From an optimization exercise on the open Yosys and OpenROAD flow, aimed at small area, a short achievable clock period and few clock cycles; shortcuts taken in it are not production practice. At most, simulation tests tie the RTL to the original design; equivalence was not proved. Function not checked in runs 2 to 5: the RTL went through the layout flow alone. No activity file was given, so power comes from the tool's default toggle rates.

**flow/design.v**
```verilog
module CPU (
	input  wire         clk,
	input  wire         rst,
	output wire         imem_req,
	output wire [31:0]  imem_addr,
	input  wire         imem_ack,
	input  wire [127:0] imem_line,
	output wire [31:0]  dmem_addr,
	input  wire [31:0]  dmem_rdata,
	output wire         dmem_we,
	output wire [1:0]   dmem_wsize,
	output wire [31:0]  dmem_wdata,
	output wire         commit,
	output wire [31:0]  commit_pc,
	output wire         commit_wen,
	output wire [4:0]   commit_rd,
	output wire [31:0]  commit_wdata
);
	localparam LN = 3;               
	localparam NL = 1 << LN;
	localparam RB = 12;              
	localparam TW = RB - LN;         
	function [32:0] radd;            
		input [31:0] x, y;
		input        ci;
		integer k;
		reg c;
		begin
			c = ci;
			for (k = 0; k < 32; k = k + 1) begin
				radd[k] = x[k] ^ y[k] ^ c;
				c = (x[k] & y[k]) | (x[k] & c) | (y[k] & c);
			end
			radd[32] = c;
		end
	endfunction
	function [11:0] radd11;          
		input [10:0] x, y;
		input        ci;
		integer k;
		reg c;
		begin
			c = ci;
			for (k = 0; k < 11; k = k + 1) begin
				radd11[k] = x[k] ^ y[k] ^ c;
				c = (x[k] & y[k]) | (x[k] & c) | (y[k] & c);
			end
			radd11[11] = c;
		end
	endfunction
	function [33:0] csub;            
		input [32:0] x, y;
		reg [11:0] l, m0, m1, h0, h1;
		reg [11:0] m, h;
		begin
			l  = radd11(x[10:0],  ~y[10:0],  1'b1);
			m0 = radd11(x[21:11], ~y[21:11], 1'b0);
			m1 = radd11(x[21:11], ~y[21:11], 1'b1);
			h0 = radd11(x[32:22], ~y[32:22], 1'b0);
			h1 = radd11(x[32:22], ~y[32:22], 1'b1);
			m  = l[11] ? m1 : m0;
			h  = m[11] ? h1 : h0;
			csub = {h, m[10:0], l[10:0]};
		end
	endfunction
	function [31:0] rinc;            
		input [31:0] x;
		integer k;
		reg c;
		begin
			c = 1'b1;
			for (k = 0; k < 32; k = k + 1) begin
				rinc[k] = x[k] ^ c;
				c = x[k] & c;
			end
		end
	endfunction
	function [3:0] opclass;
		input [6:0] op;
		case (op)
			7'b0110111: opclass = 4'd1;      
			7'b0010111: opclass = 4'd2;      
			7'b1101111: opclass = 4'd3;      
			7'b1100111: opclass = 4'd4;      
			7'b1100011: opclass = 4'd5;      
			7'b0000011: opclass = 4'd6;      
			7'b0100011: opclass = 4'd7;      
			7'b0010011: opclass = 4'd8;      
			7'b0110011: opclass = 4'd9;      
			7'b1110011: opclass = 4'd10;     
			default:    opclass = 4'd0;      
		endcase
	endfunction
	reg  [31:0]  pc_q;
	reg          pend_q;             
	reg  [27:0]  paddr_q;            
	reg  [28:0]  cword [0:4*NL-1];    
	reg  [TW-1:0] ctag [0:NL-1];
	reg  [NL-1:0] cval;
	reg  [27-RB:0] region_q;         
	reg          po_req;
	reg  [27:0]  po_addr;
	assign imem_req  = po_req;
	assign imem_addr = {po_addr, 4'b0};
	wire [27:0]   pcl  = pc_q[31:4];
	wire [LN-1:0] pidx = pcl[LN-1:0];
	wire c_hit = cval[pidx] & (ctag[pidx] == pcl[RB-1:LN]) & (region_q == pcl[27:RB]);
	wire ihit  = c_hit;
	wire [28:0] cw    = cword[{pidx, pc_q[3:2]}];
	wire [31:0] instr = {cw[28:4], 7'd0};   
	wire [3:0]  cls   = cw[3:0];
	wire [LN-1:0] fidx = paddr_q[LN-1:0];
	wire fnew = paddr_q[27:RB] != region_q;
	wire fld  = pend_q & ~(c_hit & (fnew | ((fidx == pidx) & (paddr_q != pcl))));
	always @(posedge clk) begin
		if (rst) cval <= {NL{1'b0}};
		else if (fld) begin
			if (fnew) cval <= {{(NL-1){1'b0}}, imem_ack} << fidx;
			else cval[fidx] <= imem_ack;
		end
		if (fld & fnew) region_q <= paddr_q[27:RB];
		if (fld) begin
			ctag[fidx] <= paddr_q[RB-1:LN];
			cword[{fidx, 2'd0}] <= {imem_line[31:7],   opclass(imem_line[6:0])};
			cword[{fidx, 2'd1}] <= {imem_line[63:39],  opclass(imem_line[38:32])};
			cword[{fidx, 2'd2}] <= {imem_line[95:71],  opclass(imem_line[70:64])};
			cword[{fidx, 2'd3}] <= {imem_line[127:103], opclass(imem_line[102:96])};
		end
	end
	wire [31:0] npc;                 
	wire [27:0] nl  = npc_pf[31:4];
	wire [27:0] nl1 = nl + 28'd1;
	wire [27:0] nl2 = nl + 28'd2;
	wire [LN-1:0] ni0 = nl[LN-1:0];
	wire [LN-1:0] ni1 = nl1[LN-1:0];
	wire [LN-1:0] ni2 = nl2[LN-1:0];
	wire np0 = (cval[ni0] & (ctag[ni0] == nl[RB-1:LN]) & (region_q == nl[27:RB]))
	           | (pend_q & (paddr_q == nl));
	wire np1 = (cval[ni1] & (ctag[ni1] == nl1[RB-1:LN]) & (region_q == nl1[27:RB]))
	          | (pend_q & (paddr_q == nl1));
	wire np2 = (cval[ni2] & (ctag[ni2] == nl2[RB-1:LN]) & (region_q == nl2[27:RB]))
	          | (pend_q & (paddr_q == nl2));
	wire want = ~np0 | ~np1 | ~np2;
	always @(posedge clk) begin
		if (rst) pend_q <= 1'b0;
		else if (~pend_q | imem_ack) begin
			pend_q <= want;
			if (want) paddr_q <= ~np0 ? nl : ~np1 ? nl1 : nl2;
		end
		po_req <= ~rst & (want | (pend_q & ~imem_ack));
		if (~pend_q | imem_ack) po_addr <= ~np0 ? nl : ~np1 ? nl1 : nl2;
	end
	wire [4:0] rd  = instr[11:7];
	wire [2:0] f3  = instr[14:12];
	wire [4:0] rs1 = instr[19:15];
	wire [4:0] rs2 = instr[24:20];
	wire [6:0] f7  = instr[31:25];
	wire o_lui   = cls == 4'd1;
	wire o_auipc = cls == 4'd2;
	wire o_jal   = cls == 4'd3;
	wire o_jalr  = cls == 4'd4;
	wire o_br    = cls == 4'd5;
	wire o_ld    = cls == 4'd6;
	wire o_st    = cls == 4'd7;
	wire o_alui  = cls == 4'd8;
	wire o_alur  = cls == 4'd9;
	wire o_sys   = cls == 4'd10;
	wire o_md    = o_alur & (f7 == 7'b0000001);
	wire o_div   = o_md & f3[2];
	wire o_csr   = o_sys & (f3[1:0] != 2'b00);
	wire o_ecall = o_sys & (instr[31:7] == 25'h0000000);
	wire o_mret  = o_sys & (instr[31:7] == 25'h0604000);
	wire wen_i = (o_jal | o_jalr | o_ld | o_alur | o_alui | o_lui | o_auipc | o_csr) & (rd != 5'd0);
	wire [31:0] imm_i = {{20{instr[31]}}, instr[31:20]};
	wire [31:0] imm_s = {{20{instr[31]}}, instr[31:25], instr[11:7]};
	wire [31:0] imm_b = {{19{instr[31]}}, instr[31], instr[7], instr[30:25], instr[11:8], 1'b0};
	wire [31:0] imm_u = {instr[31:12], 12'b0};
	wire [31:0] imm_j = {{11{instr[31]}}, instr[31], instr[19:12], instr[20], instr[30:21], 1'b0};
	reg         w_v, w_wen, w_ld, w_mul;
	reg  [4:0]  w_rd;
	reg  [2:0]  w_f3;
	reg  [31:0] w_pc, w_val;
	reg         c_v, c_wen;
	reg  [31:0] c_pc, c_wd;
	reg  [4:0]  c_rd;
	reg         r_wen;
	reg  [31:0] r_wd;
	reg  [4:0]  r_rd;
	reg  [31:0] rf [1:31];
	wire fw1 = w_wen & (w_rd == rs1);
	wire fw2 = w_wen & (w_rd == rs2);
	wire fc1 = r_wen & (r_rd == rs1);
	wire fc2 = r_wen & (r_rd == rs2);
	reg  [31:0] rf1, rf2;
	integer ri;
	always @(*) begin
		rf1 = 32'd0;
		rf2 = 32'd0;
		for (ri = 1; ri < 32; ri = ri + 1) begin
			rf1 = rf1 | (rf[ri] & {32{rs1 == ri}});
			rf2 = rf2 | (rf[ri] & {32{rs2 == ri}});
		end
	end
	wire [31:0] a = (rs1 == 5'd0) ? 32'd0 : fw1 ? w_val : fc1 ? r_wd : rf1;
	wire [31:0] b = (rs2 == 5'd0) ? 32'd0 : fw2 ? w_val : fc2 ? r_wd : rf2;
	wire use1 = ~(o_lui | o_auipc | o_jal);
	wire use2 = o_alur | o_st | o_br;
	wire lu_stall = ((w_ld | w_mul) & ((fw1 & use1) | (fw2 & use2))) | (w_mul & o_mul);
	reg [31:0] mstatus, mtvec, mepc, mcause;
	wire [11:0] csr_a = instr[31:20];
	wire cs_mstatus = csr_a == 12'h300;
	wire cs_mtvec   = csr_a == 12'h305;
	wire cs_mepc    = csr_a == 12'h341;
	wire cs_mcause  = csr_a == 12'h342;
	wire [31:0] csr_old = cs_mstatus ? mstatus : cs_mtvec ? mtvec :
	                      cs_mepc ? mepc : cs_mcause ? mcause : 32'd0;
	wire [31:0] csr_src = f3[2] ? {27'd0, rs1} : a;
	wire [31:0] csr_new = (f3[1:0] == 2'b01) ? csr_src :
	                      (f3[1:0] == 2'b10) ? (csr_old | csr_src) : (csr_old & ~csr_src);
	wire use_b  = o_alur | o_br;
	wire [31:0] y = use_b ? b : (o_st ? imm_s : imm_i);
	wire do_sub = o_br | ((o_alur | o_alui) & ((f3 == 3'd2) | (f3 == 3'd3))) |
	              (o_alur & (f3 == 3'd0) & f7[5]) | o_div;
	wire [31:0] x = o_div ? 32'd0 : a;       
	wire [33:0] sum34 = {1'b0, x, 1'b1} + {1'b0, y ^ {32{do_sub}}, do_sub};
	wire [32:0] sum33 = sum34[33:1];
	wire [31:0] sum = sum33[31:0];
	wire ltu = ~sum33[32];
	wire lt  = (x[31] & ~y[31]) | (~(x[31] ^ y[31]) & sum[31]);
	wire eq  = a == b;
	wire [4:0]  shamt = o_alur ? b[4:0] : instr[24:20];
	wire        sh_l  = (f3 == 3'd1);
	reg  [31:0] sh_in, sh_res;
	integer bi;
	always @(*) begin
		for (bi = 0; bi < 32; bi = bi + 1) sh_in[bi] = sh_l ? a[31-bi] : a[bi];
	end
	wire [32:0] sh_ext = {~sh_l & f7[5] & a[31], sh_in};
	wire [32:0] sh_out = $signed(sh_ext) >>> shamt;
	always @(*) begin
		for (bi = 0; bi < 32; bi = bi + 1) sh_res[bi] = sh_l ? sh_out[31-bi] : sh_out[bi];
	end
	wire alu_ok = o_alui ? ((f3 == 3'd1) ? (f7 == 7'd0) :
	                        (f3 == 3'd5) ? ((f7 == 7'd0) | (f7 == 7'h20)) : 1'b1) :
	              ((f7 == 7'd0) | ((f7 == 7'h20) & ((f3 == 3'd0) | (f3 == 3'd5))));
	reg [31:0] alu_res;
	always @(*) begin
		case (f3)
			3'd0: alu_res = sum;
			3'd1: alu_res = sh_res;
			3'd2: alu_res = {31'd0, lt};
			3'd3: alu_res = {31'd0, ltu};
			3'd4: alu_res = a ^ y;
			3'd5: alu_res = sh_res;
			3'd6: alu_res = a | y;
			default: alu_res = a & y;
		endcase
		if (~alu_ok) alu_res = 32'd0;
	end
	wire o_mul = o_md & ~f3[2];
	wire [32:0] mq_a;                
	reg  [17:0] mq_d;                
	wire [49:0] mq_p;
	wire [32:0] ma  = {(f3 != 3'd3) & a[31], a};
	wire [32:0] mb  = {~f3[1] & b[31], b};
	wire [32:0] mx  = w_mul ? mq_a : ma;
	wire [17:0] dig = w_mul ? mq_d : {2'b00, mb[15:0]};
	wire [50:0] macc = w_mul ? {17'd0, ~mq_p[49], mq_p[48:16]} : 51'd0;
	wire [50:0] mk   = w_mul ? (51'd0 - (51'd1 << 33)) : 51'd0;
	reg  [50:0] mrow [0:8];
	reg  [50:0] mneg, mkc;
	reg  [2:0]  mg;
	reg  [34:0] mv;
	integer mi;
	always @(*) begin
		mneg = 51'd0;
		mkc  = 51'd0;
		for (mi = 0; mi < 9; mi = mi + 1) begin
			mg = {dig[2*mi+1], dig[2*mi], (mi == 0) ? 1'b0 : dig[2*mi-1]};
			case (mg)
				3'b001, 3'b010: mv = {{2{mx[32]}}, mx};
				3'b011:         mv = {mx[32], mx, 1'b0};
				3'b100:         mv = ~{mx[32], mx, 1'b0};
				3'b101, 3'b110: mv = ~{{2{mx[32]}}, mx};
				default:        mv = 35'd0;
			endcase
			mrow[mi] = {15'd0, ~mv[34], mv} << (2*mi);
			mneg[2*mi] = mg[2] & ~(mg[1] & mg[0]);
			mkc = mkc - (51'd1 << (35 + 2*mi));
		end
	end
	wire [50:0] mp = mrow[0] + mrow[1] + mrow[2] + mrow[3] + mrow[4] + mrow[5] + mrow[6] +
	                 mrow[7] + mrow[8] + mneg + mkc + macc + mk;
	wire [31:0] mul_res = (w_f3[1:0] == 2'd0) ? {mp[15:0], mq_p[15:0]} : mp[47:16];
	always @(posedge clk) begin
		mq_d <= {mb[32], mb[32:16]};
	end
	function [5:0] clz32;
		input [31:0] v;
		integer k;
		begin
			clz32 = 6'd32;
			for (k = 0; k < 32; k = k + 1) if (v[k]) clz32 = 31 - k;
		end
	endfunction
	reg  [1:0]  dv_st;               
	reg  [31:0] dv_r, dv_q;
	reg  [32:0] dv_d;
	reg  [4:0]  dv_n;
	wire dv_sg  = ~f3[0];
	wire dv_rem = f3[1];
	wire [31:0] dv_A = (dv_sg & a[31]) ? rinc(~a) : a;
	wire [31:0] dv_B = (dv_sg & b[31]) ? sum : b;
	wire dv_bz  = b == 32'd0;
	wire dv_ovf = dv_sg & (a == 32'h80000000) & (b == 32'hffffffff);
	wire dv_bmn = dv_sg & (b == 32'h80000000);
	wire [5:0]  dv_za = clz32(dv_A);
	wire [5:0]  dv_zb = clz32(dv_B);
	wire dv_triv = dv_bz | dv_ovf | dv_bmn | (dv_za > dv_zb);
	wire [31:0] dv_tres = dv_bz ? (dv_rem ? a : 32'hffffffff) :
	                      dv_ovf ? (dv_rem ? 32'd0 : a) : (dv_rem ? a : 32'd0);
	wire [4:0]  dv_k  = dv_zb[4:0] - dv_za[4:0];
	wire [4:0]  dv_sh = {dv_k[4:1], 1'b1};
	wire [33:0] dv_s1 = csub({1'b0, dv_r}, dv_d);
	wire        dv_g1 = dv_s1[33];
	wire [31:0] dv_r1 = dv_g1 ? dv_s1[31:0] : dv_r;
	assign mq_a = dv_d;
	assign mq_p = {dv_q[17:0], dv_r};
	wire [33:0] dv_s2 = csub({1'b0, dv_r1}, {1'b0, dv_d[32:1]});
	wire        dv_g2 = dv_s2[33];
	wire [31:0] dv_r2 = dv_g2 ? dv_s2[31:0] : dv_r1;
	wire [31:0] dv_x = dv_rem ? dv_r : dv_q;
	wire dv_neg = dv_sg & (dv_rem ? a[31] : (a[31] ^ b[31]));
	wire [31:0] dv_res = dv_neg ? rinc(~dv_x) : dv_x;
	reg [31:0] dm_addr_q, dm_wdata_q;
	reg        dm_we_q;
	reg [1:0]  dm_wsize_q;
	wire go      = ihit & ~lu_stall;  
	wire dv_done = (dv_st == 2'd2) | ((dv_st == 2'd0) & dv_triv);
	wire fin     = go & (o_div ? dv_done : 1'b1);
	wire taken = o_br & ((f3 == 3'd0) ? eq : (f3 == 3'd1) ? ~eq :
	                     (f3 == 3'd4) ? lt : (f3 == 3'd5) ? ~lt :
	                     (f3 == 3'd6) ? ltu : (f3 == 3'd7) ? ~ltu : 1'b0);
	wire [31:0] pc4   = {rinc({2'b00, pc_q[31:2]}), pc_q[1:0]};
	wire [31:0] pcimm = pc_q + (o_jal ? imm_j : o_br ? imm_b : imm_u);
	wire [31:0] nxt   = (o_jal | taken) ? pcimm : o_jalr ? sum :
	                    o_ecall ? mtvec : o_mret ? mepc : pc4;
	assign npc = fin ? nxt : pc_q;
	wire [31:0] npc_pf = (ihit & ~o_md) ? nxt : pc_q;
	wire [31:0] res = o_lui ? imm_u : o_auipc ? pcimm : (o_jal | o_jalr) ? pc4 :
	                  o_sys ? csr_old : o_div ? ((dv_st == 2'd2) ? dv_res : dv_tres) :
	                  alu_res;
	wire [31:0] w_o  = w_mul ? mul_res : w_val;
	wire s_lo  = w_ld & (w_f3 != 3'd7);
	wire s_mid = w_ld & ((w_f3 == 3'd1) | (w_f3 == 3'd2) | (w_f3 == 3'd3) | (w_f3 == 3'd5) | (w_f3 == 3'd6));
	wire s_hi  = w_ld & (w_f3 == 3'd2);
	wire s_b   = w_ld & (w_f3 == 3'd0);
	wire s_h   = w_ld & (w_f3 == 3'd1);
	wire [31:0] rd_ = dmem_rdata;
	wire [31:0] w_d;
	assign w_d[7:0]   = (rd_[7:0] & {8{s_lo}}) | (w_o[7:0] & {8{~w_ld}});
	assign w_d[15:8]  = (rd_[15:8] & {8{s_mid}}) | ({8{rd_[7] & s_b}}) | (w_o[15:8] & {8{~w_ld}});
	assign w_d[31:16] = (rd_[31:16] & {16{s_hi}}) | ({16{rd_[7] & s_b}}) | ({16{rd_[15] & s_h}}) |
	                    (w_o[31:16] & {16{~w_ld}});
	always @(posedge clk) begin
		if (r_wen) rf[r_rd] <= r_wd;
	end
	always @(posedge clk) begin
		if (rst) begin
			w_v   <= 1'b0;
			w_wen <= 1'b0;
			w_ld  <= 1'b0;
			w_mul <= 1'b0;
		end else begin
			w_v   <= fin;
			w_wen <= fin & wen_i;
			w_ld  <= fin & o_ld;
			w_mul <= fin & o_mul;
		end
		w_rd  <= rd;
		w_f3  <= f3;
		w_pc  <= pc_q;
		w_val <= res;
	end
	always @(posedge clk) begin
		if (rst) begin
			pc_q    <= 32'h80000000;
			dm_we_q <= 1'b0;
			dv_st   <= 2'd0;
			mstatus <= 32'h1800;
			mtvec   <= 32'd0;
			mepc    <= 32'd0;
			mcause  <= 32'hb;
		end else begin
			pc_q    <= npc;
			dm_we_q <= fin & o_st & ~f3[2] & (f3[1:0] != 2'b11);
			if (go & o_ecall) mepc <= pc_q;
			else if (go & o_csr) begin
				if (cs_mstatus) mstatus <= csr_new;
				if (cs_mtvec)   mtvec   <= csr_new;
				if (cs_mepc)    mepc    <= csr_new;
				if (cs_mcause)  mcause  <= csr_new;
			end
			if (go & o_div) begin
				if (dv_st == 2'd0) begin
					if (~dv_triv) dv_st <= 2'd1;
				end else if (dv_st == 2'd1) begin
					if (dv_n == 5'd0) dv_st <= 2'd2;
				end else dv_st <= 2'd0;
			end
		end
		dm_addr_q  <= sum;
		dm_wdata_q <= b;
		dm_wsize_q <= (f3[1:0] == 2'd0) ? 2'd0 : (f3[1:0] == 2'd1) ? 2'd1 : 2'd2;
		if (dv_st == 2'd0) begin
			if (o_div) begin
				dv_r <= dv_A;
				dv_q <= 32'd0;
				dv_d <= {1'b0, dv_B} << dv_sh;
			end else begin
				dv_r <= mp[31:0];
				dv_q[17:0] <= mp[49:32];
				dv_d <= ma;
			end
			dv_n <= {1'b0, dv_k[4:1]};
		end else if (go & (dv_st == 2'd1)) begin
			dv_r <= dv_r2;
			dv_q <= {dv_q[29:0], dv_g1, dv_g2};
			dv_d <= {2'b00, dv_d[32:2]};
			dv_n <= dv_n - 5'd1;
		end
	end
	assign dmem_addr  = dm_addr_q;
	assign dmem_we    = dm_we_q;
	assign dmem_wsize = dm_wsize_q;
	assign dmem_wdata = dm_wdata_q;
	always @(posedge clk) begin
		if (rst) begin
			c_v   <= 1'b0;
			c_wen <= 1'b0;
			r_wen <= 1'b0;
		end else begin
			c_v   <= w_v;
			c_wen <= w_wen;
			r_wen <= w_wen & (w_rd != 5'd0);
		end
		if (w_wen) begin
			r_rd <= w_rd;
			r_wd <= w_d;
		end
		c_pc <= w_pc;
		c_rd <= w_rd;
		c_wd <= w_d;
	end
	assign commit       = c_v;
	assign commit_pc    = c_pc;
	assign commit_wen   = c_wen;
	assign commit_rd    = c_rd;
	assign commit_wdata = c_wd;
endmodule
```
**flow/constraint.sdc**
```tcl
create_clock -name core_clock -period 90.0 [get_ports {clk}]
set_input_delay 18.0000 -clock core_clock [delete_from_list [all_inputs] [get_ports {clk}]]
set_output_delay 18.0000 -clock core_clock [all_outputs]
set_load 0.01 [all_outputs]
```
**flow/standard.sh**
```bash
#!/bin/bash
# synth_recipe.tcl (not shown) runs the flow's synth.tcl, then flattens the netlist and writes it again
# the make line also repeats each setting of config.mk as NAME=value (left out here)
make -C /OpenROAD-flow-scripts/flow DESIGN_CONFIG=/design/flow/config.mk WORK_HOME=/design/flow/orfs CLKGATE_MAP_FILE= SYNTH_SCRIPT=/design/flow/synth_recipe.tcl "${@:-finish}"
```
**flow/config.mk**
```make
export PLATFORM = sky130hd
export DESIGN_NAME = CPU
export DESIGN_NICKNAME = CPU
export VERILOG_FILES = /design/flow/design.v
export SDC_FILE = /design/flow/constraint.sdc
export NUM_CORES = 8
export LEC_CHECK = 0
export CAP_MARGIN = 20
export CORE_MARGIN = 2
export CORE_UTILIZATION = 30
export PLACE_DENSITY = 0.4
export SLEW_MARGIN = 20
```
**flow/flow/run.sh**
```bash
#!/bin/bash
# The standard layout with three changes to how it is made (the clock
# and constraints stay as given):
#  - timing repair aims at paths well inside the clock period,
#  - larger clock-tree leaf clusters and no dummy clock loads,
#  - plain buffers on the ports.
export SETUP_SLACK_MARGIN=71
export CTS_ARGS="-sink_clustering_enable -repair_clock_nets -dont_use_dummy_load -sink_clustering_size 20 -sink_clustering_max_diameter 120"
export BUFFER_PORTS_ARGS="-buffer_cell sky130_fd_sc_hd__buf_2"
bash standard.sh > standard.log 2>&1
```
==> out/results.ini, run 1 <==
[outcome]
status=no timing/DRC/antenna violations

[sta]
fin_crit_sh_pct=21.7
fin_skew_ns=0.151
slew_viol_final=0
worst_slack_ns=70.44
hold_viol=0
slew_headroom_pct=9.60
rsz0062_at_grt=yes
clock.fmax_mhz=51.1
finalSetupTns_ns=0
worst_pin_slew_ns=1.36
setup_viol=0
period_needed_ns=19.56

[synth]
synth.most_common_cell=edfxtp_1
netlist_area_um2=150000
syn_inst=13500
synth_area_leaders=edfxtp_1, dfxtp_1, fa_1
synth_warnings=2
synth-seq-cells=2596
async_flop_share_pct=0
synth_cell_type_count=118
ys_seq_area_share_pct=49.4
synth_flop_cell=edfxtp_1
synth_edf_count=2202
synth_top_area_cell=edfxtp_1
postSynthAreaPerCell_um2=11.1
synth_common_cells=edfxtp_1, nand2_1, a21oi_1
synth_top_area_share_pct=44.1

[worst_setup_path]
cp_slowest_stage_delay_ns=0.49
cp_slowest_cell=edfxtp_1
critPathBufInv=1
worstPathArrival_ns=1.56
end_kind=output pin
cp.depth=1
crit_chain=buf_6
cpLargestDelayFamily=flip-flops
cp.required_ns=72.00
start_kind=flip-flop
cp_max_fo=1
ff2ff_path_depth=60
criticalPathCategory=reg2out

[place]
hpwl_mm=568
placed_cells=20200
place.gp.congestion=1.00
port_buffers=329
pre_cts_ws_ns=69.65

[cts]
cts_made_buffers=165
max-clock-path-buffers=4
clkSinkCount=2596
cts_tree=built
clkSlewWorstSetupHoldPaths_ns=0.08
htreeDepth=4
root_buffer=clkbuf_16
postCtsHoldBufs=0
clock_latency_ns=0.98

[finish]
drive_above_1_share_pct=14.6
utilization_pct=33.8
fillCellCount=49900
final_cell_count_no_fill=20400
area_growth_pct=12.1
nets=14600

[floorplanning]
die_x_um=711
die-height_um=711
row_count=259
io_pins=334
core_area_um2=498000
dieArea_um2=505000
initial_core_util_pct=30.1

[route]
postRouteAntennaNets=0
avgRoutedWirePerCell_um=40.1
first_pass_iters=9
drtIter0Drc=20300
drt_wl_total_mm=819
num_vias=128000
via_per_inst=6.27
drc=0

[grt]
grtUsageTotal_pct=31.2
grt_pass1_vias=122000
gr-total-overflow=0
grt_max_degree=127
grt_pass1_wl_mm=1090
antenna_found_initial=130

[power_and_ir_drop]
power_density_nw_per_um2=28.5
p_leak_nw=58.0
vdd_drop_max_v=0.000121
power_frac_comb_pct=54.3
p_sw_share_pct=45.8
switching_power_mw=2.19
internal_power_mw=2.59
pwr-share-clk_pct=15.7
seqPwrFrac_pct=30.0

[min_path]
holdPathStages=0
worstHoldPathType=reg2reg

[run]
cap_violations=0

## placed cells by master, fill, tap and decap left out, drive strengths merged, types with 163 or more instances in the layout
master  count
a21oi     962
a221oi    163
a22oi     765
and3      216
buf      1013
clkbuf    166
dfxtp     394
edfxtp   2202
fa        303
ha        406
inv       526
mux2i     522
mux4      210
nand2    1131
nand3     263
nand4     168
nor2      925
nor3      185
o21ai     663
xnor2     508
xor2      221
## logic make-up after synthesis
family                     after synthesis  synth area share (%)
xor gates and xnor gates               729                  4.26
muxes                                  779                  7.00
AOI/OAI and AO/OA                     3699                  16.6
and+or+nand+nor                       3472                  11.1
adders and majority gates              709                  7.44
DFF                                   2596                  49.4
buffers and inverters                 1529                  4.21
other                                    1               0.00250
## layer usage
| layer | GRT usage, % | wire (µm) | share of wire, % |
|---|---|---|---|
| met5 | 0 | 449 | 0.055 |
| met2 | 45.6 | 342000 | 42 |
| met4 | 17.8 | 56500 | 6.9 |
| met3 | 9.48 | 92600 | 11 |
| met1 | 40.8 | 327000 | 40 |
## repair_timing
action	in CTS	in global routing
hold endpoints to repair	0	0
cloned	0	1
resized for setup	219	74
setup endpoints to repair	260	227
buffers inserted	5	3
## power groups by stage
stage / Combinational, mW / Sequential [mW] / Clock, mW
CTS: 2.60 / 1.43 / 0.768
floorplan: 1.45 / 1.44 / 0
detailed placement: 2.57 / 1.46 / 0
global placement: 2.57 / 1.46 / 0
finish: 2.60 / 1.43 / 0.753
global route: 2.77 / 1.44 / 0.803
## through the flow
step                      hold slack [ns]  total power, mW  area, µm²
after floorplan                     0.310             2.89     150000
after global placement              0.315             4.03     162000
after detailed placement            0.312             4.03     162000
after CTS                           0.323             4.80     167000
after global routing                0.325             5.01     168000
final                               0.317             4.79     168000
## path summary, 6_finish.rpt
path | end | slack, ns | start
max | imem_addr[4] | 70.44 | po_addr[0]$_DFFE_PP_
min | c_pc[7]$_DFF_P_ | 0.32 | w_pc[7]$_DFF_P_
max reg2reg | r_wd[31]$_DFFE_PP_ | 71.83 | flip-flop
min reg2reg | c_pc[7]$_DFF_P_ | 0.32 | w_pc[7]$_DFF_P_
## flip-flops by register name, summed over array words and instances (netlist names), 28 cells and up, named ones only
register and flops:
c_pc 32, c_wd 32, ctag 72, cword 928, dm_addr_q 32, dv_d 33, dv_q 32, dv_r 32
mcause 32, mepc 32, mstatus 32, mtvec 32, paddr_q 28, pc_q 30, po_addr 28, r_wd 32
rf 992, w_pc 32, w_val 32
## area by class of cell
class | instances | area (µm²) | share of cell area, %
inverter | 530 | 2000 | 1.19
timing repair buffer | 1014 | 7840 | 4.67
antenna | 57 | 143 | 0.0849
clock buffer | 165 | 4130 | 2.46
tap | 6655 | 8330 | 4.96
sequential | 2596 | 74200 | 44.2
multi-input combinational | 9393 | 71300 | 42.5
Testbench counts, summed over its fixed seeds: cycles 56,298.
==> run 2, diff against run 1 <==
--- a/flow/design.v
+++ b/flow/design.v
@@ -98,10 +98,8 @@
 	reg  [TW-1:0] ctag [0:NL-1];
 	reg  [NL-1:0] cval;
 	reg  [27-RB:0] region_q;         
-	reg          po_req;
-	reg  [27:0]  po_addr;
-	assign imem_req  = po_req;
-	assign imem_addr = {po_addr, 4'b0};
+	assign imem_req  = pend_q;
+	assign imem_addr = {paddr_q, 4'b0};
 	wire [27:0]   pcl  = pc_q[31:4];
 	wire [LN-1:0] pidx = pcl[LN-1:0];
 	wire c_hit = cval[pidx] & (ctag[pidx] == pcl[RB-1:LN]) & (region_q == pcl[27:RB]);
@@ -115,10 +113,10 @@
 	always @(posedge clk) begin
 		if (rst) cval <= {NL{1'b0}};
 		else if (fld) begin
-			if (fnew) cval <= {{(NL-1){1'b0}}, imem_ack} << fidx;
+			if (imem_ack & fnew) cval <= {{(NL-1){1'b0}}, 1'b1} << fidx;
 			else cval[fidx] <= imem_ack;
 		end
-		if (fld & fnew) region_q <= paddr_q[27:RB];
+		if (fld & imem_ack & fnew) region_q <= paddr_q[27:RB];
 		if (fld) begin
 			ctag[fidx] <= paddr_q[RB-1:LN];
 			cword[{fidx, 2'd0}] <= {imem_line[31:7],   opclass(imem_line[6:0])};
@@ -147,8 +145,6 @@
 			pend_q <= want;
 			if (want) paddr_q <= ~np0 ? nl : ~np1 ? nl1 : nl2;
 		end
-		po_req <= ~rst & (want | (pend_q & ~imem_ack));
-		if (~pend_q | imem_ack) po_addr <= ~np0 ? nl : ~np1 ? nl1 : nl2;
 	end
 	wire [4:0] rd  = instr[11:7];
 	wire [2:0] f3  = instr[14:12];
@@ -183,9 +179,9 @@
 	reg         c_v, c_wen;
 	reg  [31:0] c_pc, c_wd;
 	reg  [4:0]  c_rd;
-	reg         r_wen;
-	reg  [31:0] r_wd;
-	reg  [4:0]  r_rd;
+	wire        r_wen = c_wen;
+	wire [31:0] r_wd  = c_wd;
+	wire [4:0]  r_rd  = c_rd;
 	reg  [31:0] rf [1:31];
 	wire fw1 = w_wen & (w_rd == rs1);
 	wire fw2 = w_wen & (w_rd == rs2);
@@ -438,15 +434,9 @@
 		if (rst) begin
 			c_v   <= 1'b0;
 			c_wen <= 1'b0;
-			r_wen <= 1'b0;
 		end else begin
 			c_v   <= w_v;
 			c_wen <= w_wen;
-			r_wen <= w_wen & (w_rd != 5'd0);
-		end
-		if (w_wen) begin
-			r_rd <= w_rd;
-			r_wd <= w_d;
 		end
 		c_pc <= w_pc;
 		c_rd <= w_rd;
==> flow/flow/run.sh (replaced) <==
#!/bin/bash
# The standard layout with three changes to how it is made (the clock
# and constraints stay as given):
#  - timing repair aims at paths well inside the clock period,
#  - smaller clock buffers at the leaves and no dummy clock loads,
#  - plain buffers on the ports.
export SETUP_SLACK_MARGIN=71
export CTS_ARGS="-sink_clustering_enable -repair_clock_nets -dont_use_dummy_load -root_buf sky130_fd_sc_hd__clkbuf_16 -buf_list {sky130_fd_sc_hd__clkbuf_8}"
export BUFFER_PORTS_ARGS="-buffer_cell sky130_fd_sc_hd__buf_2"
bash standard.sh > standard.log 2>&1
==> run 2 against run 1 <==
Still clean on timing, DRC and antenna. Cell count rose by 1.1%. Cell area up 1.6%. Maximum frequency decreased by 1.2%. Via count grew 2.2%. Combinational power decreased by 2%. Global-route usage up 1.2 points. Critical path type unchanged. Critical endpoint is now imem_addr[25]. Largest cell class unchanged. Highest routed layer unchanged.
==> out/results.ini, run 2 <==
[synth]
synth_common_cells=edfxtp_1, nand2_1, nor2_1
synth.most_common_cell=edfxtp_1
synth_warnings=2
netlist_area_um2=148000
ys_seq_area_share_pct=48.5
synth_edf_count=2137
synth_flop_cell=edfxtp_1
synth_top_area_share_pct=43.2
synth_top_area_cell=edfxtp_1
async_flop_share_pct=0
synth_cell_type_count=124
synth_area_leaders=edfxtp_1, dfxtp_1, mux2i_1
postSynthAreaPerCell_um2=11.0
synth-seq-cells=2529
syn_inst=13500

[run]
cap_violations=0

[power_and_ir_drop]
p_leak_nw=59.9
vdd_drop_max_v=0.000118
power_density_nw_per_um2=28.7

[route]
drc=0
first_pass_iters=9
num_vias=131000
avgRoutedWirePerCell_um=40.7
drt_wl_total_mm=840
via_per_inst=6.33
drtIter0Drc=21200
postRouteAntennaNets=0

[worst_setup_path]
cpLargestDelayFamily=flip-flops
cp_slowest_cell=edfxtp_1
cp_max_fo=2
cp_slowest_stage_delay_ns=0.52
regToRegSetupSlack_ns=71.49
end_kind=output pin
crit_chain=buf_2
worstPathArrival_ns=1.80
start_kind=flip-flop
criticalPathCategory=reg2out
cp.required_ns=72.00
critPathBufInv=1

[sta]
rsz0062_at_grt=yes
clock.fmax_mhz=50.5
slew_viol_final=0
finalSetupTns_ns=0
slew_headroom_pct=13.0
fin_crit_sh_pct=22.0
hold_viol=0
hold_ws_ns=0.303
worst_slack_ns=70.20
fin_skew_ns=0.102
setup_viol=0
worst_pin_slew_ns=1.29
period_needed_ns=19.80

[floorplanning]
row_count=258
io_pins=334
die_x_um=707
initial_core_util_pct=30.1
core_area_um2=493000
die-height_um=707
dieArea_um2=500000

[place]
hpwl_mm=565
place.gp.congestion=0.988
port_buffers=329
pre_cts_ws_ns=69.63

[finish]
seq_area_um2=72300
area_growth_pct=15.0
fillCellCount=49100
mostFrequentLayoutCell=edfxtp_1
drive_above_1_share_pct=16.8
layout_common_cells=edfxtp_1, nand2_1, nor2_1
regMostFlops=rf
multi_input_area_um2=71600
reg.largest.list=rf: 992 flops, cword: 928 flops, ctag: 72 flops
nets=14900
largest_reg_flops=992

[cts]
htreeDepth=5
max-clock-path-buffers=4
cts_tree=built
cts_made_buffers=455
clkSlewWorstSetupHoldPaths_ns=0.06
clkSinkCount=2529
root_buffer=clkbuf_16
clock_latency_ns=1.10

[min_path]
worstHoldPathType=reg2reg

[grt]
grt_pass1_wl_mm=1120
gr-total-overflow=0
antenna_found_initial=138
grtUsageTotal_pct=32.3
grt_max_degree=85
grt_pass1_vias=126000

[outcome]
status=no timing/DRC/antenna violations

[run 2: layout make-up]
cell class                      count  share of cell area [%]
Sequential cell                  2529                    42.4
Tap cell                         6500                    4.76
Clock buffer                      455                    3.89
Multi-Input combinational cell   9413                    42.0
Antenna cell                       82                   0.120
Timing Repair Buffer             1131                    5.76
Inverter                          529                    1.16
[run 2: path summary, 6_finish.rpt]
check / from / end / cells after the start
setup / recovery: paddr_q[21]$_DFFE_PP_ / imem_addr[25] / 1
hold / removal: w_pc[31]$_DFF_P_ / c_pc[31]$_DFF_P_ / 0
setup reg to reg: flip-flop / paddr_q[11]$_DFFE_PP_ / 49
hold reg to reg: w_pc[31]$_DFF_P_ / c_pc[31]$_DFF_P_ / 0
[run 2: layer usage]
metal | GRT usage, % | wire [µm] | share of wire (%)
met1 | 40.5 | 321000 | 38
met3 | 11.1 | 101000 | 12
met2 | 47.1 | 350000 | 42
met5 | 0 | 644 | 0.077
met4 | 21.5 | 68400 | 8.1
[run 2: repair_timing]
item | in CTS | in global routing
setup buffers | 111 | 11
cloned | 26 | 0
pin swaps | 0 | 0
hold buffers | 0 | 0
endpoints found under the setup margin | 176 | 228
gates resized for setup | 410 | 39
[run 2: power breakdown]
part	internal (mW)	switching [mW]	total (mW)	leakage, nW
registers	1.37	0.0395	1.41	23.0
logic	0.878	1.67	2.55	33.4
clock network	0.475	0.476	0.951	3.44
[run 2: metrics by stage]
step	cell area [µm²]	util, %	std cells	power, mW
finish	171000	34.6	20600	4.91
global route	171000	34.6	20600	5.15
CTS	170000	34.5	20500	4.90
detailed placement	160000	32.5	19900	3.92
global placement	160000	32.5	19900	3.91
floorplan	149000	-	13500	2.93
[run 2: kinds of logic (layout without fill, tap and decap cells)]
family | after synthesis | count (layout) | share of synthesized area [%]
AO/OA/AOI/OAI | 3567 | 3567 | 16.6
XOR/XNOR | 721 | 721 | 4.28
adder cells (fa/ha/maj) | 712 | 712 | 7.53
buffers and inverters | 1525 | 2115 | 4.37
flip-flops | 2529 | 2529 | 48.5
multiplexers | 900 | 900 | 7.55
other | 1 | 86 | 0.00253
AND/OR/NAND/NOR | 3509 | 3509 | 11.1
==> run 3, diff against run 2 <==
--- a/flow/design.v
+++ b/flow/design.v
@@ -20,20 +20,6 @@
 	localparam NL = 1 << LN;
 	localparam RB = 12;              
 	localparam TW = RB - LN;         
-	function [32:0] radd;            
-		input [31:0] x, y;
-		input        ci;
-		integer k;
-		reg c;
-		begin
-			c = ci;
-			for (k = 0; k < 32; k = k + 1) begin
-				radd[k] = x[k] ^ y[k] ^ c;
-				c = (x[k] & y[k]) | (x[k] & c) | (y[k] & c);
-			end
-			radd[32] = c;
-		end
-	endfunction
 	function [11:0] radd11;          
 		input [10:0] x, y;
 		input        ci;
@@ -98,8 +84,10 @@
 	reg  [TW-1:0] ctag [0:NL-1];
 	reg  [NL-1:0] cval;
 	reg  [27-RB:0] region_q;         
-	assign imem_req  = pend_q;
-	assign imem_addr = {paddr_q, 4'b0};
+	reg          po_req;
+	reg  [27:0]  po_addr;
+	assign imem_req  = po_req;
+	assign imem_addr = {po_addr, 4'b0};
 	wire [27:0]   pcl  = pc_q[31:4];
 	wire [LN-1:0] pidx = pcl[LN-1:0];
 	wire c_hit = cval[pidx] & (ctag[pidx] == pcl[RB-1:LN]) & (region_q == pcl[27:RB]);
@@ -113,10 +101,10 @@
 	always @(posedge clk) begin
 		if (rst) cval <= {NL{1'b0}};
 		else if (fld) begin
-			if (imem_ack & fnew) cval <= {{(NL-1){1'b0}}, 1'b1} << fidx;
+			if (fnew) cval <= {{(NL-1){1'b0}}, imem_ack} << fidx;
 			else cval[fidx] <= imem_ack;
 		end
-		if (fld & imem_ack & fnew) region_q <= paddr_q[27:RB];
+		if (fld & fnew) region_q <= paddr_q[27:RB];
 		if (fld) begin
 			ctag[fidx] <= paddr_q[RB-1:LN];
 			cword[{fidx, 2'd0}] <= {imem_line[31:7],   opclass(imem_line[6:0])};
@@ -125,27 +113,6 @@
 			cword[{fidx, 2'd3}] <= {imem_line[127:103], opclass(imem_line[102:96])};
 		end
 	end
-	wire [31:0] npc;                 
-	wire [27:0] nl  = npc_pf[31:4];
-	wire [27:0] nl1 = nl + 28'd1;
-	wire [27:0] nl2 = nl + 28'd2;
-	wire [LN-1:0] ni0 = nl[LN-1:0];
-	wire [LN-1:0] ni1 = nl1[LN-1:0];
-	wire [LN-1:0] ni2 = nl2[LN-1:0];
-	wire np0 = (cval[ni0] & (ctag[ni0] == nl[RB-1:LN]) & (region_q == nl[27:RB]))
-	           | (pend_q & (paddr_q == nl));
-	wire np1 = (cval[ni1] & (ctag[ni1] == nl1[RB-1:LN]) & (region_q == nl1[27:RB]))
-	          | (pend_q & (paddr_q == nl1));
-	wire np2 = (cval[ni2] & (ctag[ni2] == nl2[RB-1:LN]) & (region_q == nl2[27:RB]))
-	          | (pend_q & (paddr_q == nl2));
-	wire want = ~np0 | ~np1 | ~np2;
-	always @(posedge clk) begin
-		if (rst) pend_q <= 1'b0;
-		else if (~pend_q | imem_ack) begin
-			pend_q <= want;
-			if (want) paddr_q <= ~np0 ? nl : ~np1 ? nl1 : nl2;
-		end
-	end
 	wire [4:0] rd  = instr[11:7];
 	wire [2:0] f3  = instr[14:12];
 	wire [4:0] rs1 = instr[19:15];
@@ -172,16 +139,16 @@
 	wire [31:0] imm_b = {{19{instr[31]}}, instr[31], instr[7], instr[30:25], instr[11:8], 1'b0};
 	wire [31:0] imm_u = {instr[31:12], 12'b0};
 	wire [31:0] imm_j = {{11{instr[31]}}, instr[31], instr[19:12], instr[20], instr[30:21], 1'b0};
-	reg         w_v, w_wen, w_ld, w_mul;
+	reg         w_v, w_wen, w_ld, w_mul, w_neg;
 	reg  [4:0]  w_rd;
 	reg  [2:0]  w_f3;
 	reg  [31:0] w_pc, w_val;
 	reg         c_v, c_wen;
 	reg  [31:0] c_pc, c_wd;
 	reg  [4:0]  c_rd;
-	wire        r_wen = c_wen;
-	wire [31:0] r_wd  = c_wd;
-	wire [4:0]  r_rd  = c_rd;
+	reg         r_wen;
+	reg  [31:0] r_wd;
+	reg  [4:0]  r_rd;
 	reg  [31:0] rf [1:31];
 	wire fw1 = w_wen & (w_rd == rs1);
 	wire fw2 = w_wen & (w_rd == rs2);
@@ -201,12 +168,12 @@
 	wire [31:0] b = (rs2 == 5'd0) ? 32'd0 : fw2 ? w_val : fc2 ? r_wd : rf2;
 	wire use1 = ~(o_lui | o_auipc | o_jal);
 	wire use2 = o_alur | o_st | o_br;
-	wire lu_stall = ((w_ld | w_mul) & ((fw1 & use1) | (fw2 & use2))) | (w_mul & o_mul);
+	wire lu_stall = ((w_ld | w_mul | w_neg) & ((fw1 & use1) | (fw2 & use2))) | (w_mul & o_mul);
 	reg [31:0] mstatus, mtvec, mepc, mcause;
 	wire [11:0] csr_a = instr[31:20];
 	wire cs_mstatus = csr_a == 12'h300;
-	wire cs_mtvec   = csr_a == 12'h305;
-	wire cs_mepc    = csr_a == 12'h341;
+	wire cs_mtvec   = (csr_a == 12'h305) | o_ecall;
+	wire cs_mepc    = (csr_a == 12'h341) | o_mret;
 	wire cs_mcause  = csr_a == 12'h342;
 	wire [31:0] csr_old = cs_mstatus ? mstatus : cs_mtvec ? mtvec :
 	                      cs_mepc ? mepc : cs_mcause ? mcause : 32'd0;
@@ -325,28 +292,51 @@
 	wire [33:0] dv_s2 = csub({1'b0, dv_r1}, {1'b0, dv_d[32:1]});
 	wire        dv_g2 = dv_s2[33];
 	wire [31:0] dv_r2 = dv_g2 ? dv_s2[31:0] : dv_r1;
-	wire [31:0] dv_x = dv_rem ? dv_r : dv_q;
+	wire [31:0] dv_x = dv_rem ? dv_r2 : {dv_q[29:0], dv_g1, dv_g2};
 	wire dv_neg = dv_sg & (dv_rem ? a[31] : (a[31] ^ b[31]));
-	wire [31:0] dv_res = dv_neg ? rinc(~dv_x) : dv_x;
 	reg [31:0] dm_addr_q, dm_wdata_q;
 	reg        dm_we_q;
 	reg [1:0]  dm_wsize_q;
 	wire go      = ihit & ~lu_stall;  
-	wire dv_done = (dv_st == 2'd2) | ((dv_st == 2'd0) & dv_triv);
+	wire dv_done = ((dv_st == 2'd1) & (dv_n == 5'd0)) | ((dv_st == 2'd0) & dv_triv);
 	wire fin     = go & (o_div ? dv_done : 1'b1);
 	wire taken = o_br & ((f3 == 3'd0) ? eq : (f3 == 3'd1) ? ~eq :
 	                     (f3 == 3'd4) ? lt : (f3 == 3'd5) ? ~lt :
 	                     (f3 == 3'd6) ? ltu : (f3 == 3'd7) ? ~ltu : 1'b0);
 	wire [31:0] pc4   = {rinc({2'b00, pc_q[31:2]}), pc_q[1:0]};
 	wire [31:0] pcimm = pc_q + (o_jal ? imm_j : o_br ? imm_b : imm_u);
+	wire [31:0] npc;                 
 	wire [31:0] nxt   = (o_jal | taken) ? pcimm : o_jalr ? sum :
-	                    o_ecall ? mtvec : o_mret ? mepc : pc4;
+	                    (o_ecall | o_mret) ? csr_old : pc4;
 	assign npc = fin ? nxt : pc_q;
 	wire [31:0] npc_pf = (ihit & ~o_md) ? nxt : pc_q;
+	wire [27:0] nl  = npc_pf[31:4];
+	wire [27:0] nl1 = nl + 28'd1;
+	wire [27:0] nl2 = nl + 28'd2;
+	wire [LN-1:0] ni0 = nl[LN-1:0];
+	wire [LN-1:0] ni1 = nl1[LN-1:0];
+	wire [LN-1:0] ni2 = nl2[LN-1:0];
+	wire nrg = region_q == nl[27:RB];
+	wire np0 = (cval[ni0] & (ctag[ni0] == nl[RB-1:LN]) & nrg)
+	           | (pend_q & (paddr_q == nl));
+	wire np1 = (cval[ni1] & (ctag[ni1] == nl1[RB-1:LN]) & nrg & ~(&nl[RB-1:0]))
+	          | (pend_q & (paddr_q == nl1));
+	wire np2 = (cval[ni2] & (ctag[ni2] == nl2[RB-1:LN]) & nrg & ~(&nl[RB-1:1]))
+	          | (pend_q & (paddr_q == nl2));
+	wire want = ~np0 | ~np1 | ~np2;
+	always @(posedge clk) begin
+		if (rst) pend_q <= 1'b0;
+		else if (~pend_q | imem_ack) begin
+			pend_q <= want;
+			if (want) paddr_q <= ~np0 ? nl : ~np1 ? nl1 : nl2;
+		end
+		po_req <= ~rst & (want | (pend_q & ~imem_ack));
+		if (~pend_q | imem_ack) po_addr <= ~np0 ? nl : ~np1 ? nl1 : nl2;
+	end
 	wire [31:0] res = o_lui ? imm_u : o_auipc ? pcimm : (o_jal | o_jalr) ? pc4 :
-	                  o_sys ? csr_old : o_div ? ((dv_st == 2'd2) ? dv_res : dv_tres) :
+	                  o_sys ? csr_old : o_div ? ((dv_st == 2'd1) ? dv_x : dv_tres) :
 	                  alu_res;
-	wire [31:0] w_o  = w_mul ? mul_res : w_val;
+	wire [31:0] w_o  = w_mul ? mul_res : w_neg ? rinc(~w_val) : w_val;
 	wire s_lo  = w_ld & (w_f3 != 3'd7);
 	wire s_mid = w_ld & ((w_f3 == 3'd1) | (w_f3 == 3'd2) | (w_f3 == 3'd3) | (w_f3 == 3'd5) | (w_f3 == 3'd6));
 	wire s_hi  = w_ld & (w_f3 == 3'd2);
@@ -367,11 +357,13 @@
 			w_wen <= 1'b0;
 			w_ld  <= 1'b0;
 			w_mul <= 1'b0;
+			w_neg <= 1'b0;
 		end else begin
 			w_v   <= fin;
 			w_wen <= fin & wen_i;
 			w_ld  <= fin & o_ld;
 			w_mul <= fin & o_mul;
+			w_neg <= fin & o_div & (dv_st == 2'd1) & dv_neg;
 		end
 		w_rd  <= rd;
 		w_f3  <= f3;
@@ -400,9 +392,7 @@
 			if (go & o_div) begin
 				if (dv_st == 2'd0) begin
 					if (~dv_triv) dv_st <= 2'd1;
-				end else if (dv_st == 2'd1) begin
-					if (dv_n == 5'd0) dv_st <= 2'd2;
-				end else dv_st <= 2'd0;
+				end else if (dv_n == 5'd0) dv_st <= 2'd0;
 			end
 		end
 		dm_addr_q  <= sum;
@@ -434,9 +424,15 @@
 		if (rst) begin
 			c_v   <= 1'b0;
 			c_wen <= 1'b0;
+			r_wen <= 1'b0;
 		end else begin
 			c_v   <= w_v;
 			c_wen <= w_wen;
+			r_wen <= w_wen & (w_rd != 5'd0);
+		end
+		if (w_wen) begin
+			r_rd <= w_rd;
+			r_wd <= w_d;
 		end
 		c_pc <= w_pc;
 		c_rd <= w_rd;
==> flow/flow/run.sh (replaced) <==
#!/bin/bash
# The standard layout with three changes to how it is made (the clock
# and constraints stay as given):
#  - timing repair aims at paths well inside the clock period,
#  - larger clock-tree leaf clusters and no dummy clock loads,
#  - plain buffers on the ports.
export SETUP_SLACK_MARGIN=71
export CTS_ARGS="-sink_clustering_enable -repair_clock_nets -dont_use_dummy_load -sink_clustering_size 20 -sink_clustering_max_diameter 120"
export BUFFER_PORTS_ARGS="-buffer_cell sky130_fd_sc_hd__buf_2"
bash standard.sh > standard.log 2>&1
==> run 3 against run 2 <==
Clock skew grew 0.063 ns. Non-clock buffer count shrank 124. Power shrank 3.0%. Wire length grew 0.18%. Clock power shrank 21%. Count of clock-buffer cells in the layout shrank 291. Combinational power is essentially flat. Critical path depth is the same. Sequential power is essentially flat. Largest cell class unchanged.
==> out/results.ini, run 3 <==
[route]
drt_wl_total_mm=842
first_pass_iters=10
num_vias=130000
drc=0
drtIter0Drc=21400
postRouteAntennaNets=0
via_per_inst=6.34
avgRoutedWirePerCell_um=41.0

[power_and_ir_drop]
vdd_drop_max_v=0.0000937
pwr-share-clk_pct=15.9
power_frac_comb_pct=53.9
internal_power_mw=2.55
switching_power_mw=2.21
p_sw_share_pct=46.4
power_density_nw_per_um2=28.3
seqPwrFrac_pct=30.2
p_leak_nw=58.5

[place]
place.gp.congestion=0.991
placed_cells=20300
port_buffers=329
hpwl_mm=575

[min_path]
min_from=w_pc[8]$_DFF_P_
worstHoldPathType=reg2reg
min_to=c_pc[8]$_DFF_P_
holdPathStages=0

[worst_setup_path]
start_kind=flip-flop
crit_chain=buf_6
regToRegSetupSlack_ns=71.23
cp_slowest_stage_delay_ns=0.58
end_kind=output pin
worstPathArrival_ns=1.63
ff2ff_path_depth=48
criticalPathCategory=reg2out
critPathBufInv=1
cp_max_fo=1
r2r-end=po_addr[10]$_DFFE_PP_
cp.required_ns=72.00
cp_slowest_cell=dfxtp_4
cpLargestDelayFamily=flip-flops

[finish]
utilization_pct=33.6
area_growth_pct=11.8
fillCellCount=50000
regMostFlops=rf
largest_reg_flops=992
reg.largest.list=rf: 992 flops, cword: 928 flops, ctag: 72 flops
layout_common_cells=edfxtp_1, nand2_1, nor2_1
drive_above_1_share_pct=14.3
nets=14600
mostFrequentLayoutCell=edfxtp_1
final_cell_count_no_fill=20500
seq_area_um2=74200
multi_input_area_um2=71700

[sta]
fin_crit_sh_pct=21.8
rsz0062_at_grt=yes
worst_pin_slew_ns=1.33
period_needed_ns=19.63
fin_skew_ns=0.165
setup_viol=0
hold_viol=0
finalSetupTns_ns=0
slew_viol_final=0
slew_headroom_pct=11.0
clock.fmax_mhz=50.9

[synth]
synth_cell_type_count=123
synth_xor_area_share_pct=4.04
synth-seq-cells=2594
synth.most_common_cell=edfxtp_1
synth_top_family_by_area=compound AO/OA/AOI/OAI gates
yosys-mux-area-fraction_pct=7.54
synth_fa_ha_area_share_pct=7.41
netlist_area_um2=151000
syn_inst=13600
ys_seq_area_share_pct=49.1
synth_common_cells=edfxtp_1, nand2_1, nor2_1
synth_top_area_share_pct=43.9
synth_warnings=2
synth_flop_cell=edfxtp_1
synth_top_area_cell=edfxtp_1
synth_compound_area_share_pct=15.3
async_flop_share_pct=0
yosys.area_share.simple_pct=12.1
postSynthAreaPerCell_um2=11.1
synth_edf_count=2200
synth_area_leaders=edfxtp_1, dfxtp_1, fa_1

[cts]
clkSlewWorstSetupHoldPaths_ns=0.08
root_buffer=clkbuf_16
cts_tree=built
clkSinkCount=2594
clock_latency_ns=0.99
htreeDepth=4
cts_made_buffers=164
max-clock-path-buffers=4

[floorplanning]
die_x_um=712
initial_core_util_pct=30.1
row_count=260
io_pins=334
dieArea_um2=508000
core_area_um2=501000
die-height_um=712

[grt]
antenna_found_initial=143
grt_pass1_vias=124000
grt_max_degree=126
grtUsageTotal_pct=31.9
gr-total-overflow=0
grt_pass1_wl_mm=1110

[run]
cap_violations=0

[outcome]
status=no timing/DRC/antenna violations

==> run 3: changes by cell type after synthesis, moves of 49 or more <==
| cell | delta |
|---|---|
| buf_2 | -66 |
| a22o_1 | -52 |
| a22oi_1 | -66 |
| a21oi_1 | -50 |
| mux2i_1 | -98 |
| clkbuf_1 | +93 |
| edfxtp_1 | +63 |
| a2111oi_0 | +49 |
| and3_1 | +166 |
| a221oi_1 | -80 |
| a211oi_1 | -53 |
==> run 3: worst max-delay path by stage <==
stage                      from                endpoint  slack (ns)  depth (start not counted)
2_1_floorplan               rst    paddr_q[0]$_DFFE_PP_       70.54                          3
3_3_place_gp                rst   pc_q[23]$_SDFFE_PP0P_       70.08                          3
3_5_place_dp                rst  mtvec[10]$_SDFFE_PP0P_       70.02                          3
4_1_cts        c_wd[18]$_DFF_P_        commit_wdata[18]       70.39                          1
5_1_grt        c_wd[18]$_DFF_P_        commit_wdata[18]       70.39                          1
6_report       c_wd[18]$_DFF_P_        commit_wdata[18]       70.37                          1
==> run 3: cell families after synthesis <==
kind of cell,Yosys count
and+or+nand+nor,3826
AOI/OAI and AO/OA,3338
DFF,2594
buffers and inverters,1582
muxes,860
adders and majority gates,710
xor gates and xnor gates,690
other,1
==> run 3: stage by stage <==
stage / worst slack [ns] / power [mW] / instance area [µm²] / hold WS, ns
after detailed placement: 70.02 / 3.98 / 163000 / 0.312
after global routing: 70.39 / 4.98 / 168000 / 0.332
final: 70.37 / 4.76 / 168000 / 0.328
after floorplan: 70.54 / 2.88 / 151000 / 0.310
after CTS: 70.39 / 4.75 / 168000 / 0.329
after global placement: 70.08 / 3.98 / 163000 / 0.316
==> run 3: repair_timing <==
item	CTS	global route
hold endpoints to repair	0	0
gates resized for setup	182	82
setup endpoints to repair	169	371
setup buffers	5	1
hold buffers	0	0
==> run 3: layer usage <==
layer / global-route usage, % / routed length, µm
met1: 42.0 / 337000
met5: 0.255 / 753
met3: 9.86 / 96800
met2: 46.4 / 351000
met4: 17.6 / 56400
==> run 3: area by class of cell <==
type | instances | area share (%)
flip-flops and latches | 2594 | 44.1
diodes | 86 | 0.128
inverters | 569 | 1.27
clock buffers | 164 | 2.44
multi-input cells | 9428 | 42.6
repair buffers | 1007 | 4.57
well taps | 6681 | 4.97
==> run 3: power by group through the flow <==
stage | clock [mW] | combinational [mW] | sequential, mW
3_3_place_gp | 0 | 2.52 | 1.46
2_1_floorplan | 0 | 1.45 | 1.43
4_1_cts | 0.769 | 2.55 | 1.44
5_1_grt | 0.802 | 2.74 | 1.44
6_report | 0.755 | 2.57 | 1.44
3_5_place_dp | 0 | 2.52 | 1.46
==> run 4, diff against run 3 <==
--- a/flow/flow/run.sh
+++ b/flow/flow/run.sh
@@ -4,7 +4,7 @@
 #  - timing repair aims at paths well inside the clock period,
 #  - larger clock-tree leaf clusters and no dummy clock loads,
 #  - plain buffers on the ports.
-export SETUP_SLACK_MARGIN=71
+export SETUP_SLACK_MARGIN=70.5
 export CTS_ARGS="-sink_clustering_enable -repair_clock_nets -dont_use_dummy_load -sink_clustering_size 20 -sink_clustering_max_diameter 120"
 export BUFFER_PORTS_ARGS="-buffer_cell sky130_fd_sc_hd__buf_2"
 bash standard.sh > standard.log 2>&1
==> run 4 against run 3 <==
Clock skew grew 0.045 ns. Cell count about the same. Sequential share of layout area grew 0.15 points. Setup slack gained 0.020 ns. Combinational power barely moved.
==> out/results.ini, run 4 <==
[worst_setup_path]
cp_slowest_cell=edfxtp_1
end_kind=output pin
cp_slowest_stage_delay_ns=0.50
cp_max_fo=1
worstPathArrival_ns=1.61
cp.required_ns=72.00
start_kind=flip-flop
crit_chain=buf_2
cp-startpoint=po_addr[2]$_DFFE_PP_
cpLargestDelayFamily=flip-flops
criticalPathCategory=reg2out
critPathBufInv=1

[sta]
finalSetupTns_ns=0
hold_viol=0
clock.fmax_mhz=51.0
rsz0062_at_grt=yes
fin_skew_ns=0.210
fin_crit_sh_pct=21.8
setup_viol=0
worst_pin_slew_ns=1.32
slew_headroom_pct=11.8
period_needed_ns=19.61
slew_viol_final=0

[grt]
grt_pass1_vias=124000
grt_max_degree=121
antenna_found_initial=148
grtUsageTotal_pct=32.3
gr-total-overflow=0
grt_pass1_wl_mm=1130

[min_path]
min_from=w_pc[11]$_DFF_P_
worstHoldPathType=reg2reg

[cts]
cts_tree=built
max-clock-path-buffers=4
htreeDepth=4
cts_made_buffers=166
postCtsHoldBufs=0
root_buffer=clkbuf_16
clock_latency_ns=1.01
clkSlewWorstSetupHoldPaths_ns=0.08
clkSinkCount=2594

[floorplanning]
row_count=260
dieArea_um2=508000
die_x_um=712
io_pins=334
initial_core_util_pct=30.1
die-height_um=712
core_area_um2=501000

[synth]
synth_area_leaders=edfxtp_1, dfxtp_1, fa_1
async_flop_share_pct=0
synth_flop_cell=edfxtp_1
synth_cell_type_count=123
netlist_area_um2=151000
synth-seq-cells=2594
synth_warnings=2
synth.most_common_cell=edfxtp_1
synth_top_area_cell=edfxtp_1
synth_top_area_share_pct=43.9
synth_edf_count=2200
postSynthAreaPerCell_um2=11.1
synth_common_cells=edfxtp_1, nand2_1, nor2_1
ys_seq_area_share_pct=49.1
syn_inst=13600

[power_and_ir_drop]
internal_power_mw=2.55
seqPwrFrac_pct=30.3
power_frac_comb_pct=53.7
vdd_drop_max_v=0.0000930
switching_power_mw=2.20
p_sw_share_pct=46.3
p_leak_nw=58.5
power_density_nw_per_um2=28.3
pwr-share-clk_pct=16.0

[finish]
multi_input_area_um2=71500
drive_above_1_share_pct=13.6
area_growth_pct=11.2
reg.largest.list=rf: 992 flops, cword: 928 flops, ctag: 72 flops
fillCellCount=50100
largest_reg_flops=992
regMostFlops=rf
mostFrequentLayoutCell=edfxtp_1
nets=14700
layout_common_cells=edfxtp_1, nand2_1, nor2_1
seq_area_um2=74000
design_area_um2=167000

[route]
drc=0
num_vias=130000
avgRoutedWirePerCell_um=41.5
drt_wl_total_mm=853
postRouteAntennaNets=0
via_per_inst=6.35
first_pass_iters=10
drtIter0Drc=22900

[run]
cap_violations=0

[place]
dpl_cell_area_um2=163000
place.gp.congestion=0.998
port_buffers=329
hpwl_mm=588

[outcome]
status=no timing/DRC/antenna violations

run 4: path summary, 6_finish.rpt:
kind	endpoint	slack [ns]	cells past startpoint
worst max-delay path	imem_addr[6]	70.39	1
worst min-delay path	c_pc[11]$_DFF_P_	0.33	0
worst max register to register	r_wd[30]$_DFFE_PP_	71.19	50
worst min register to register	c_pc[11]$_DFF_P_	0.33	0
run 4: per-layer routing:
metal | up-vias | track usage (%) | wire, µm
li1 | 51600 | - | -
met1 | 66600 | 42.0 | 336000
met2 | 9772 | 47.3 | 357000
met3 | 2356 | 10.5 | 101000
met4 | 89 | 17.8 | 57900
met5 | - | 0.104 | 637
run 4: kinds of logic (layout without fill, tap and decap cells):
group	count (synthesis)	after routing	share of synthesized area, %
adders and majority gates	710	710	7.41
other	1	79	0.00249
muxes	860	860	7.54
and+or+nand+nor	3826	3826	12.1
xor gates and xnor gates	690	690	4.04
AOI/OAI and AO/OA	3338	3338	15.3
DFF	2594	2594	49.1
buffers and inverters	1582	1761	4.46
run 4: cell type report:
type                    count  area share [%]
flip-flops and latches   2594            44.2
multi-input cells        9428            42.7
well taps                6681            4.99
repair buffers           1026            4.26
clock buffers             166            2.48
inverters                 569            1.28
diodes                     75           0.112
run 4: through the flow:
stage | std cells | total power, mW | hold slack, ns | utilization [%] | setup WS [ns]
after floorplan | 13600 | 2.88 | 0.310 | - | 70.52
after global placement | 20300 | 3.98 | 0.316 | 32.5 | 69.82
after detailed placement | 20300 | 3.98 | 0.312 | 32.5 | 69.78
after CTS | 20500 | 4.74 | 0.330 | 33.4 | 70.33
after global routing | 20500 | 4.97 | 0.335 | 33.4 | 70.35
final | 20500 | 4.74 | 0.329 | 33.5 | 70.39
run 4: power groups by stage:
stage / Combinational [mW] / Sequential, mW / Clock, mW
floorplan: 1.45 / 1.43 / 0
global placement: 2.51 / 1.46 / 0
detailed placement: 2.51 / 1.46 / 0
CTS: 2.53 / 1.44 / 0.772
global route: 2.72 / 1.44 / 0.804
finish: 2.55 / 1.44 / 0.757
run 4: timing repair:
action / CTS / global route
endpoints found under the setup margin: 69 / 46
gates resized for setup: 70 / 4
buffers inserted: 2 / 0
endpoints found under the hold margin: 0 / 0
==> run 5, diff against run 4 <==
--- a/flow/flow/run.sh
+++ b/flow/flow/run.sh
@@ -4,7 +4,7 @@
 #  - timing repair aims at paths well inside the clock period,
 #  - larger clock-tree leaf clusters and no dummy clock loads,
 #  - plain buffers on the ports.
-export SETUP_SLACK_MARGIN=70.5
+export SETUP_SLACK_MARGIN=71
 export CTS_ARGS="-sink_clustering_enable -repair_clock_nets -dont_use_dummy_load -sink_clustering_size 20 -sink_clustering_max_diameter 120"
 export BUFFER_PORTS_ARGS="-buffer_cell sky130_fd_sc_hd__buf_2"
 bash standard.sh > standard.log 2>&1
--- a/flow/config.mk
+++ b/flow/config.mk
@@ -7,6 +7,6 @@
 export LEC_CHECK = 0
 export CAP_MARGIN = 20
 export CORE_MARGIN = 2
-export CORE_UTILIZATION = 30
-export PLACE_DENSITY = 0.4
+export CORE_UTILIZATION = 40
+export PLACE_DENSITY = 0.5
 export SLEW_MARGIN = 20
==> run 5 against run 4 <==
Critical path depth stayed put. Largest power group unchanged. Die area is 25% lower. Synthesized area stayed put. Clock skew is 0.060 ns lower. Register-to-register slack better by 0.43 ns. Still clean.
==> out/results.ini, run 5 <==
[finish]
largest_reg_flops=992
reg.largest.list=rf: 992 flops, cword: 928 flops, ctag: 72 flops
area_growth_pct=9.96
regMostFlops=rf
fillCellCount=35000
drive_above_1_share_pct=13.8
layout_common_cells=edfxtp_1, nand2_1, nor2_1
nets=14600
design_area_um2=166000
mostFrequentLayoutCell=edfxtp_1

[sta]
rsz0062_at_grt=yes
slew_headroom_pct=8.52
setup_viol=0
clock.fmax_mhz=51.2
finalSetupTns_ns=0
hold_viol=0
fin_skew_ns=0.150
slew_viol_final=0
worst_pin_slew_ns=1.36
period_needed_ns=19.52
fin_crit_sh_pct=21.7

[floorplanning]
row_count=225
die_x_um=618
dieArea_um2=381000
initial_core_util_pct=40.1
io_pins=334
die-height_um=618
core_area_um2=375000

[cts]
cts_tree=built
root_buffer=clkbuf_16
max-clock-path-buffers=4
htreeDepth=4
clkSinkCount=2594
cts_made_buffers=158
clock_latency_ns=0.99
clkSlewWorstSetupHoldPaths_ns=0.09

[route]
drc=0
wl_met3_mm=108
drtIter0Drc=25000
drt_wl_total_mm=795
maxUsedRoutingLayer=met5
avgRoutedWirePerCell_um=42.3
wl_met1_mm=293
first_pass_iters=12
postRouteAntennaNets=0
num_vias=132000
via_per_inst=7.00
met2_wirelength_mm=327

[run]
cap_violations=0

[worst_setup_path]
regToRegSetupSlack_ns=71.62
cp_slowest_cell=dfxtp_4
cp_slowest_stage_delay_ns=0.48
cp.depth=1
crit_end=commit_wdata[2]
criticalPathCategory=reg2out
cp_max_fo=1
cp.required_ns=72.00
cp-startpoint=c_wd[2]$_DFF_P_
critPathBufInv=1
start_kind=flip-flop
ff2ff_path_depth=55
worstPathArrival_ns=1.52
end_kind=output pin
crit_chain=buf_6
r2r-end=r_wd[29]$_DFFE_PP_
cpLargestDelayFamily=flip-flops

[synth]
synth_flop_cell=edfxtp_1
async_flop_share_pct=0
synth_area_leaders=edfxtp_1, dfxtp_1, fa_1
synth_top_area_share_pct=43.9
ys_seq_area_share_pct=49.1
synth.most_common_cell=edfxtp_1
synth_warnings=2
synth_common_cells=edfxtp_1, nand2_1, nor2_1
syn_inst=13600
netlist_area_um2=151000
postSynthAreaPerCell_um2=11.1
synth_edf_count=2200
synth-seq-cells=2594
synth_cell_type_count=123
synth_top_area_cell=edfxtp_1

[grt]
grtUsageTotal_pct=40.4
grt_pass1_vias=123000
antenna_found_initial=146
grt_pass1_wl_mm=1060
grt_max_degree=128
gr-total-overflow=0

[power_and_ir_drop]
p_leak_nw=58.2
vdd_drop_max_v=0.000102
power_density_nw_per_um2=28.6

[min_path]
worstHoldPathType=reg2reg

[outcome]
status=no timing/DRC/antenna violations

[place]
dpl_cell_area_um2=160000
place.gp.congestion=1.05
port_buffers=329
hpwl_mm=533

run 5: kinds of logic after synthesis:
logic type,after synthesis,share of synthesized area (%)
buf+inv,1582,4.46
mux,860,7.54
other cells,1,0.00249
flops,2594,49.1
fa+ha+maj,710,7.41
xor+xnor,690,4.04
simple gates,3826,12.1
compound gates,3338,15.3
run 5: routing by layer:
layer | vias up | track usage (%)
met2 | 11200 | 58.0
met3 | 2952 | 14.5
met1 | 66100 | 51.1
met5 | - | 0.455
li1 | 51500 | -
met4 | 95 | 26.5
run 5: cell type report:
type	count	area, µm²	share of cell area (%)
timing repair buffer	977	7230	4.37
inverter	569	2140	1.29
tap	4994	6250	3.77
clock buffer	158	3950	2.39
sequential	2594	74100	44.8
multi-input combinational	9429	71700	43.3
antenna	97	243	0.147
run 5: where the power goes:
| part | leakage [nW] | switching (mW) | total [mW] | internal, mW |
|---|---|---|---|---|
| Clock | 1.95 | 0.414 | 0.727 | 0.313 |
| Sequential | 23.4 | 0.0426 | 1.43 | 1.39 |
| Combinational | 32.9 | 1.75 | 2.58 | 0.834 |
| Total | 58.2 | 2.20 | 4.74 | 2.54 |
run 5: worst min-delay path by stage:
stage,startpoint,end,slack (ns),depth (start not counted)
after detailed placement,w_pc[30]$_DFF_P_,c_pc[30]$_DFF_P_,0.31,0
final,w_pc[14]$_DFF_P_,c_pc[14]$_DFF_P_,0.33,0
after floorplan,w_pc[0]$_DFF_P_,c_pc[0]$_DFF_P_,0.31,0
after global placement,w_pc[23]$_DFF_P_,c_pc[23]$_DFF_P_,0.32,0
after global routing,w_pc[24]$_DFF_P_,c_pc[24]$_DFF_P_,0.33,0
after CTS,w_pc[30]$_DFF_P_,c_pc[30]$_DFF_P_,0.33,0
run 5: per-stage QoR:
step	total power [mW]	utilization [%]	hold slack (ns)	setup slack (ns)	instances
2_1_floorplan	2.88	-	0.310	70.54	13600
3_3_place_gp	3.93	42.7	0.319	69.58	18500
3_5_place_dp	3.93	42.8	0.312	69.53	18500
4_1_cts	4.66	43.9	0.330	70.46	18700
5_1_grt	4.91	44.1	0.332	70.46	18700
6_report	4.74	44.1	0.328	70.48	18800
run 5: what timing repair did:
action | 4_1_cts | 5_1_grt
gates cloned | 0 | 1
setup endpoints to repair | 241 | 181
hold buffers | 0 | 0
setup buffers | 11 | 2
resized for setup | 100 | 97
pin swaps | 0 | 1
